Context: an optimization exercise on an open-source flow, tuned for small area and a short achievable clock period. The choices shown serve that exercise and are no tape-out recipe. RTL that was checked went through simulation tests only; none was proved equivalent to the original. No driver is modelled on the clock port, so clocking that relies on it looks cheaper here than on a real chip. Power figures rest on the tool's default switching activity, not on a simulated workload.

==> inputs of run C <==
==> flow/design.v <==
module spi_slave_interface(MOSI, SS_n, clk, rst_n, MISO, word, waddr, ld_wd, ld_ra, rd_data);
	input MOSI, SS_n, clk, rst_n;
	output reg MISO;
	output [7:0] word;
	output reg [7:0] waddr;
	output ld_wd, ld_ra;
	input [7:0] rd_data;
	reg [4:0] cnt;
	reg [8:0] sh;
	reg at11;
	assign word = {sh[6:0], MOSI};
	assign ld_wd = at11 && sh[8:7] == 2'b01;
	assign ld_ra = at11 && sh[8:7] == 2'b10;
	always @(posedge clk) begin
		sh <= {sh[7:0], MOSI};
		if (~rst_n || SS_n) cnt <= 0;
		else cnt <= cnt + 1'b1;
		at11 <= rst_n && ~SS_n && (cnt == 5'd10);
		MISO <= rd_data[3'd3 - cnt[2:0]];
	end
	always @(posedge clk) begin
		if (~rst_n) waddr <= 0;
		else if (at11 && sh[8:7] == 2'b00) waddr <= word;
	end
endmodule
module ram(clk, word, waddr, ld_wd, ld_ra, rd_data);
	input clk;
	input [7:0] word, waddr;
	input ld_wd, ld_ra;
	output reg [7:0] rd_data;
	reg [7:0] wa, wd, ra;
	reg [3:0] ph;
	reg wr_hit;
	reg [1:0] half [0:7];
	wire [7:0] wa_n = ld_wd ? waddr : wa;
	wire [3:0] ph_rd = ph - 4'd2;
	wire rd_hit = (ph_rd[2:0] == ra[2:0]);
	always @(posedge clk) begin
		ph <= ph + 1'b1;	 
		wa <= wa_n;
		if (ld_wd) wd <= word;
		if (ld_ra) ra <= word;
		wr_hit <= (ph[2:0] + 3'd1 == wa_n[2:0]);
	end
	genvar j, r;
	generate
		for (j = 0; j < 8; j = j + 1) begin : plane
			wire [31:0] f0;
			wire wbit = wd[j] ^ ph[3];
			for (r = 0; r < 32; r = r + 1) begin : rg
				reg [7:0] f;
				always @(posedge clk) begin
					f[7:1] <= f[6:0];
					f[0] <= (wr_hit && wa[7:3] == r) ? wbit : ~f[7];
				end
				assign f0[r] = f[0];
			end
			always @(posedge clk) begin
				half[j][0] <= f0[{1'b0, ra[6:3]}];
				half[j][1] <= f0[{1'b1, ra[6:3]}];
				if (rd_hit) rd_data[j] <= half[j][ra[7]] ^ ph_rd[3];
			end
		end
	endgenerate
endmodule
module spi(MOSI, SS_n, clk, rst_n, MISO);
	input MOSI, SS_n, clk, rst_n;
	output MISO;
	wire [7:0] word, waddr, rd_data;
	wire ld_wd, ld_ra;
	spi_slave_interface slave(.MOSI(MOSI), .SS_n(SS_n), .clk(clk), .rst_n(rst_n), .MISO(MISO),
		.word(word), .waddr(waddr), .ld_wd(ld_wd), .ld_ra(ld_ra), .rd_data(rd_data));
	ram mem(.clk(clk), .word(word), .waddr(waddr), .ld_wd(ld_wd), .ld_ra(ld_ra), .rd_data(rd_data));
endmodule
==> flow/flow/run.sh <==
#!/bin/bash
# The standard layout, except that the top of the clock tree is rebuilt after
# CTS: the clock port drives four buffers, one per region of the die, and each
# of those drives the leaf buffers of its region (see retree.tcl). Every tool's
# output goes to a log file of its own in this folder.
set -euo pipefail
R=orfs/results/sky130hd/spi/base
bash standard.sh cts > log_1_std_to_cts.txt 2>&1
cat > retree_run.tcl <<TCL
read_db $R/4_cts.odb
set NQ 4
source flow/retree.tcl
detailed_placement
check_placement
write_db $R/4_cts.odb
TCL
openroad -no_init -exit retree_run.tcl > log_2_retree.txt 2>&1
bash standard.sh finish > log_3_std_finish.txt 2>&1
==> flow/flow/retree.tcl <==
# Replace the top of the clock tree (the root buffer and the level below it)
# by NQ buffers driven straight from the clock port, each driving the leaf
# buffers of one region of the die.
if {![info exists NQ]} { set NQ 4 }
set block [ord::get_db_block]
set clkport [$block findBTerm clk]
set clknet [$clkport getNet]
proc in_loads {net} {
  set r {}
  foreach it [$net getITerms] { if {[[$it getMTerm] getIoType] eq "INPUT"} { lappend r $it } }
  return $r
}
proc out_of {inst} {
  foreach it [$inst getITerms] { if {[[$it getMTerm] getIoType] eq "OUTPUT"} { return $it } }
  return ""
}
set top {}
set topnets {}
set leaves {}
set dummies {}
foreach r [in_loads $clknet] {
  set ri [$r getInst]
  lappend top $ri
  set rn [[out_of $ri] getNet]
  lappend topnets $rn
  foreach m [in_loads $rn] {
    set mi [$m getInst]
    set mo [out_of $mi]
    if {$mo eq "" || [$mo getNet] eq "NULL"} { lappend dummies $mi; continue }
    lappend top $mi
    set mn [$mo getNet]
    lappend topnets $mn
    foreach l [in_loads $mn] {
      set li [$l getInst]
      set lo [out_of $li]
      if {$lo eq "" || [$lo getNet] eq "NULL"} { lappend dummies $li; continue }
      lappend leaves $l
    }
  }
}
puts "retree: top buffers [llength $top], leaves [llength $leaves], dummy loads [llength $dummies]"
# split the leaves into NQ groups: NQ=4 by the medians of x then y within each half
proc xy {it} { set b [[$it getInst] getBBox]; return [list [expr {([$b xMin]+[$b xMax])/2}] [expr {([$b yMin]+[$b yMax])/2}]] }
proc split2 {its axis} {
  set s [lsort -integer -index 1 [lmap it $its { list $it [lindex [xy $it] $axis] }]]
  set h [expr {[llength $s]/2}]
  return [list [lmap p [lrange $s 0 [expr {$h-1}]] {lindex $p 0}] [lmap p [lrange $s $h end] {lindex $p 0}]]
}
set groups [list $leaves]
set axis 0
while {[llength $groups] < $NQ} {
  set ng {}
  foreach g $groups { foreach h [split2 $g $axis] { lappend ng $h } }
  set groups $ng
  set axis [expr {1-$axis}]
}
# disconnect and remove the old top of the tree
foreach it [concat $leaves] { $it disconnect }
foreach i [concat $top $dummies] { odb::dbInst_destroy $i }
foreach n $topnets { if {[$n getITermCount] == 0 && [$n getBTermCount] == 0} { odb::dbNet_destroy $n } }
set master [[ord::get_db] findMaster sky130_fd_sc_hd__clkbuf_16]
set k 0
foreach g $groups {
  set sx 0; set sy 0
  foreach it $g { lassign [xy $it] x y; incr sx $x; incr sy $y }
  set cx [expr {$sx/[llength $g]}]; set cy [expr {$sy/[llength $g]}]
  set inst [odb::dbInst_create $block $master "clkbuf_region_${k}_clk"]
  $inst setLocation $cx $cy
  $inst setPlacementStatus PLACED
  set net [odb::dbNet_create $block "clknet_region_${k}_clk"]
  $net setSigType CLOCK
  [$inst findITerm A] connect $clknet
  [$inst findITerm X] connect $net
  foreach it $g { $it connect $net }
  puts "retree: region $k: [llength $g] leaves, buffer at [expr {$cx/1000.0}] [expr {$cy/1000.0}]"
  incr k
}
==> flow/standard.sh <==
#!/bin/bash
# synth_recipe.tcl (not shown) runs the flow's synth.tcl, then flattens the netlist and writes it again
# the make line also repeats each setting of config.mk as NAME=value (left out here)
make -C /OpenROAD-flow-scripts/flow DESIGN_CONFIG=/design/flow/config.mk WORK_HOME=/design/flow/orfs CLKGATE_MAP_FILE= SYNTH_SCRIPT=/design/flow/synth_recipe.tcl "${@:-finish}"
==> flow/config.mk <==
export PLATFORM = sky130hd
export DESIGN_NAME = spi
export DESIGN_NICKNAME = spi
export VERILOG_FILES = /design/flow/design.v
export SDC_FILE = /design/flow/constraint.sdc
export NUM_CORES = 4
export LEC_CHECK = 0
export CAP_MARGIN = 20
export CORE_MARGIN = 2
export CORE_UTILIZATION = 40
export CTS_CLUSTER_DIAMETER = 100
export CTS_CLUSTER_SIZE = 30
export SETUP_SLACK_MARGIN = 3.5
export SLEW_MARGIN = 20
==> flow/constraint.sdc <==
create_clock -name core_clock -period 5.5 [get_ports {clk}]
set_input_delay 1.1000 -clock core_clock [delete_from_list [all_inputs] [get_ports {clk}]]
set_output_delay 1.1000 -clock core_clock [all_outputs]
set_load 0.01 [all_outputs]
==> run F: changes against run C <==
==> flow/design.v, changed modules only <==
module spi_slave_interface(MOSI, SS_n, clk, rst_n, MISO, wr_addr, wr_data, rd_addr, rd_data);
	input MOSI, SS_n, clk, rst_n;
	output reg MISO;
	output reg [7:0] wr_addr, wr_data, rd_addr;
	input [7:0] rd_data;
	reg [4:0] cnt;
	reg [8:0] sh;
	reg at11;
	reg [7:0] waddr;
	wire [7:0] byte_in = {sh[6:0], MOSI};
	always @(posedge clk) begin
		sh <= {sh[7:0], MOSI};
		if (~rst_n || SS_n) cnt <= 0;
		else cnt <= cnt + 1'b1;
		at11 <= rst_n && ~SS_n && (cnt == 5'd10);
		MISO <= rd_data[3'd3 - cnt[2:0]];
	end
	always @(posedge clk) begin
		if (~rst_n) waddr <= 0;
		else if (at11 && sh[8:7] == 2'b00) waddr <= byte_in;
	end
	always @(posedge clk) begin
		if (at11 && sh[8:7] == 2'b01) begin
			wr_addr <= waddr;
			wr_data <= byte_in;
		end
		if (at11 && sh[8:7] == 2'b10) rd_addr <= byte_in;
	end
endmodule
module ram(clk, rst_n, wr_addr, wr_data, rd_addr, rd_data);
	input clk, rst_n;
	input [7:0] wr_addr, wr_data, rd_addr;
	output reg [7:0] rd_data;
	reg [2:0] ph;
	reg [7:0] tap;
	wire wr_hit = (ph == wr_addr[2:0]);
	wire rd_hit = (ph - 3'd2 == rd_addr[2:0]);
	always @(posedge clk) begin
		ph <= ph + 1'b1;	 
	end
	genvar j, r;
	generate
		for (j = 0; j < 8; j = j + 1) begin : plane
			wire [31:0] f0;
			for (r = 0; r < 32; r = r + 1) begin : rg
				reg [7:0] f;
				always @(posedge clk) begin
					f[7:1] <= f[6:0];
					f[0] <= (wr_hit && wr_addr[7:3] == r) ? wr_data[j] : f[7];
				end
				assign f0[r] = f[0];
			end
			always @(posedge clk) begin
				tap[j] <= f0[rd_addr[7:3]];
				if (rd_hit) rd_data[j] <= tap[j];
			end
		end
	endgenerate
endmodule
module spi(MOSI, SS_n, clk, rst_n, MISO);
	input MOSI, SS_n, clk, rst_n;
	output MISO;
	wire [7:0] wr_addr, wr_data, rd_addr, rd_data;
	spi_slave_interface slave(.MOSI(MOSI), .SS_n(SS_n), .clk(clk), .rst_n(rst_n), .MISO(MISO),
		.wr_addr(wr_addr), .wr_data(wr_data), .rd_addr(rd_addr), .rd_data(rd_data));
	ram mem(.clk(clk), .rst_n(rst_n), .wr_addr(wr_addr), .wr_data(wr_data), .rd_addr(rd_addr), .rd_data(rd_data));
endmodule
==> flow/run.sh (new file) <==
#!/bin/bash
# synth_recipe.tcl (not shown) runs the flow's synth.tcl, then flattens the netlist and writes it again
# the make line also repeats each setting of config.mk as NAME=value (left out here)
make -C /OpenROAD-flow-scripts/flow DESIGN_CONFIG=/design/flow/config.mk WORK_HOME=/design/flow/orfs CLKGATE_MAP_FILE= SYNTH_SCRIPT=/design/flow/synth_recipe.tcl finish
removed: flow/flow/run.sh
removed: flow/flow/retree.tcl
removed: flow/standard.sh
==> run P: changes against run C <==
==> flow/design.v, changed modules only <==
module ram(clk, word, waddr, ld_wd, ld_ra, rd_data);
	input clk;
	input [7:0] word, waddr;
	input ld_wd, ld_ra;
	output reg [7:0] rd_data;
	reg [7:0] wa, wd, ra;
	reg [3:0] ph;
	reg wr_hit;
	reg [1:0] half [0:7];
	reg [3:0] rsel [0:1];
	wire [7:0] wa_n = ld_wd ? waddr : wa;
	wire [3:0] ph_rd = ph - 4'd2;
	wire rd_hit = (ph_rd[2:0] == ra[2:0]);
	always @(posedge clk) begin
		ph <= ph + 1'b1;	 
		wa <= wa_n;
		if (ld_wd) wd <= word;
		if (ld_ra) ra <= word;
		rsel[0] <= ra[6:3];
		rsel[1] <= ra[6:3];
		wr_hit <= (ph[2:0] + 3'd1 == wa_n[2:0]);
	end
	genvar j, r;
	generate
		for (j = 0; j < 8; j = j + 1) begin : plane
			wire [31:0] f0;
			wire wbit = wd[j] ^ ph[3];
			for (r = 0; r < 32; r = r + 1) begin : rg
				reg [7:0] f;
				always @(posedge clk) begin
					f[7:1] <= f[6:0];
					f[0] <= (wr_hit && wa[7:3] == r) ? wbit : ~f[7];
				end
				assign f0[r] = f[0];
			end
			always @(posedge clk) begin
				half[j][0] <= f0[{1'b0, rsel[j/4]}];
				half[j][1] <= f0[{1'b1, rsel[j/4]}];
				if (rd_hit) rd_data[j] <= half[j][ra[7]] ^ ph_rd[3];
			end
		end
	endgenerate
endmodule
--- a/flow/flow/retree.tcl
+++ b/flow/flow/retree.tcl
@@ -4,2 +4,4 @@
 if {![info exists NQ]} { set NQ 4 }
+if {![info exists REGION_CELL]} { set REGION_CELL {sky130_fd_sc_hd__clkbuf_16 A X} }
+if {![info exists LEAF_CELL]} { set LEAF_CELL {} }
 set block [ord::get_db_block]
@@ -60,3 +62,4 @@
 foreach n $topnets { if {[$n getITermCount] == 0 && [$n getBTermCount] == 0} { odb::dbNet_destroy $n } }
-set master [[ord::get_db] findMaster sky130_fd_sc_hd__clkbuf_16]
+lassign $REGION_CELL rcell rin rout
+set master [[ord::get_db] findMaster $rcell]
 set k 0
@@ -71,4 +74,4 @@
   $net setSigType CLOCK
-  [$inst findITerm A] connect $clknet
-  [$inst findITerm X] connect $net
+  [$inst findITerm $rin] connect $clknet
+  [$inst findITerm $rout] connect $net
   foreach it $g { $it connect $net }
@@ -77 +80,23 @@
 }
+
+# optionally rebuild the leaf buffers in another cell
+if {[llength $LEAF_CELL]} {
+  lassign $LEAF_CELL lcell lin lout
+  set lm [[ord::get_db] findMaster $lcell]
+  set n 0
+  foreach it $leaves {
+    set old [$it getInst]
+    set in [$it getNet]
+    set out [[out_of $old] getNet]
+    lassign [$old getLocation] x y
+    set nm [$old getName]
+    odb::dbInst_destroy $old
+    set new [odb::dbInst_create $block $lm $nm]
+    $new setLocation $x $y
+    $new setPlacementStatus PLACED
+    [$new findITerm $lin] connect $in
+    [$new findITerm $lout] connect $out
+    incr n
+  }
+  puts "retree: rebuilt $n leaves as $lcell"
+}
==> notes <==
Clock-buffer cell count: run C < run P < run F.
The lowest via count belongs to run F, the highest to run P.
In critical path depth, run P and run C do not differ.
Between run C and run F, the lower register-to-register slack is in run F (gap 300 ps).
The lowest non-clock buffer count belongs to run P, the highest to run F.
Against run F, the power of run C is smaller by 0.65%.
Clock power, highest first: run F, run P, run C.
In run F the worst setup slack is worse than in run C, by 270 ps.
Global-route usage, lowest first: run F, run C, run P.
Of run F and run P, run P has the higher sequential cell count (gap 14).
Synthesized area, lowest first: run F, run C, run P.
==> figures <==
| item | run C | run F | run P |
|---|---|---|---|
| Final worst clock skew | 31.2 ps | 23.8 ps | 30.7 ps |
| Most used routing layer | met2 | met1 | met2 |
| CP Capture Type | output port | flip-flop | output port |
| Area fraction in and, or, nand and nor cells after synthesis | 1.27% | 1.01% | 1.27% |
| Quantity of gates resized following cts | 54 | 130 | 26 |
| Vias in the first global route | 18800 | 18600 | 18800 |
| Arithmetic-cell share of the synthesized area counting full adders, half adders and majority gates | 0.129% | 0.0775% | 0.129% |
| Non-clock buffers, area share | 1.80% | 1.91% | 1.51% |
| Arrival time of the worst setup path | 950 ps | 2870 ps | 960 ps |
| Placed cell area | 50500 um2 | 50400 um2 | 50700 um2 |
| Top-area cell type share of the netlist area | 86.5% | 86.1% | 86.5% |
| Multi-Input Combinational | 500 | 447 | 500 |
| Clock network share of area | 3.49% | 3.83% | 3.65% |
| Buffers inserted during post-CTS setup optimization | 21 | 38 | 25 |
| Mean instance size in the synthesized netlist | 18.1 um2 | 18.5 um2 | 18.1 um2 |
| Total clock network power | 6.61 mW | 6.83 mW | 6.73 mW |
| Number of violations reported at the end of detailed-routing iteration 0 | 1028 | 1102 | 998 |
| X dimension of the die | 352 um | 352 um | 353 um |
| Vias/cell | 4.10 | 4.11 | 4.14 |
| Number of filler instances in the final layout | 10300 | 10100 | 10300 |
| Worst-case setup slack after placement | 2900 ps | 2330 ps | 3010 ps |
| Total of warnings raised by yosys | 3 | 2 | 4 |
| Run status | finished clean | finished clean | finished clean |
Only the layout flow was run in run P; the RTL was not checked for function there.

static timing again, ports no longer ideal:
The flow's constraints put no driver on any port. The routed layouts listed below were extracted and timed again, unchanged, in two steps. Step 1 (the two cells are an assumption about what drives the block):
set clk [get_ports {clk}]
set_driving_cell -lib_cell sky130_fd_sc_hd__clkbuf_16 $clk
set_driving_cell -lib_cell sky130_fd_sc_hd__buf_2 [delete_from_list [all_inputs] $clk]
Step 2 also shifts input and output timing later by t, the mid clock arrival at the registers, as if the neighbouring blocks saw the same clock. Slacks: ideal / step 1 / step 2; pairs: ideal / step 1.
run | t, ns | setup slack, ns | pins driven straight from the clock port
run C | 0.643 | 3.448 / 3.311 / 3.254 | 4
run F | 0.728 | 3.181 / 3.181 / 3.139 | 1
run P | 0.647 | 3.438 / 3.296 / 3.176 | 4
After both steps every run listed still meets setup and hold. The setup slack of run P, which loses most, moves by -0.142 ns with the drivers and by -0.262 ns with both steps.
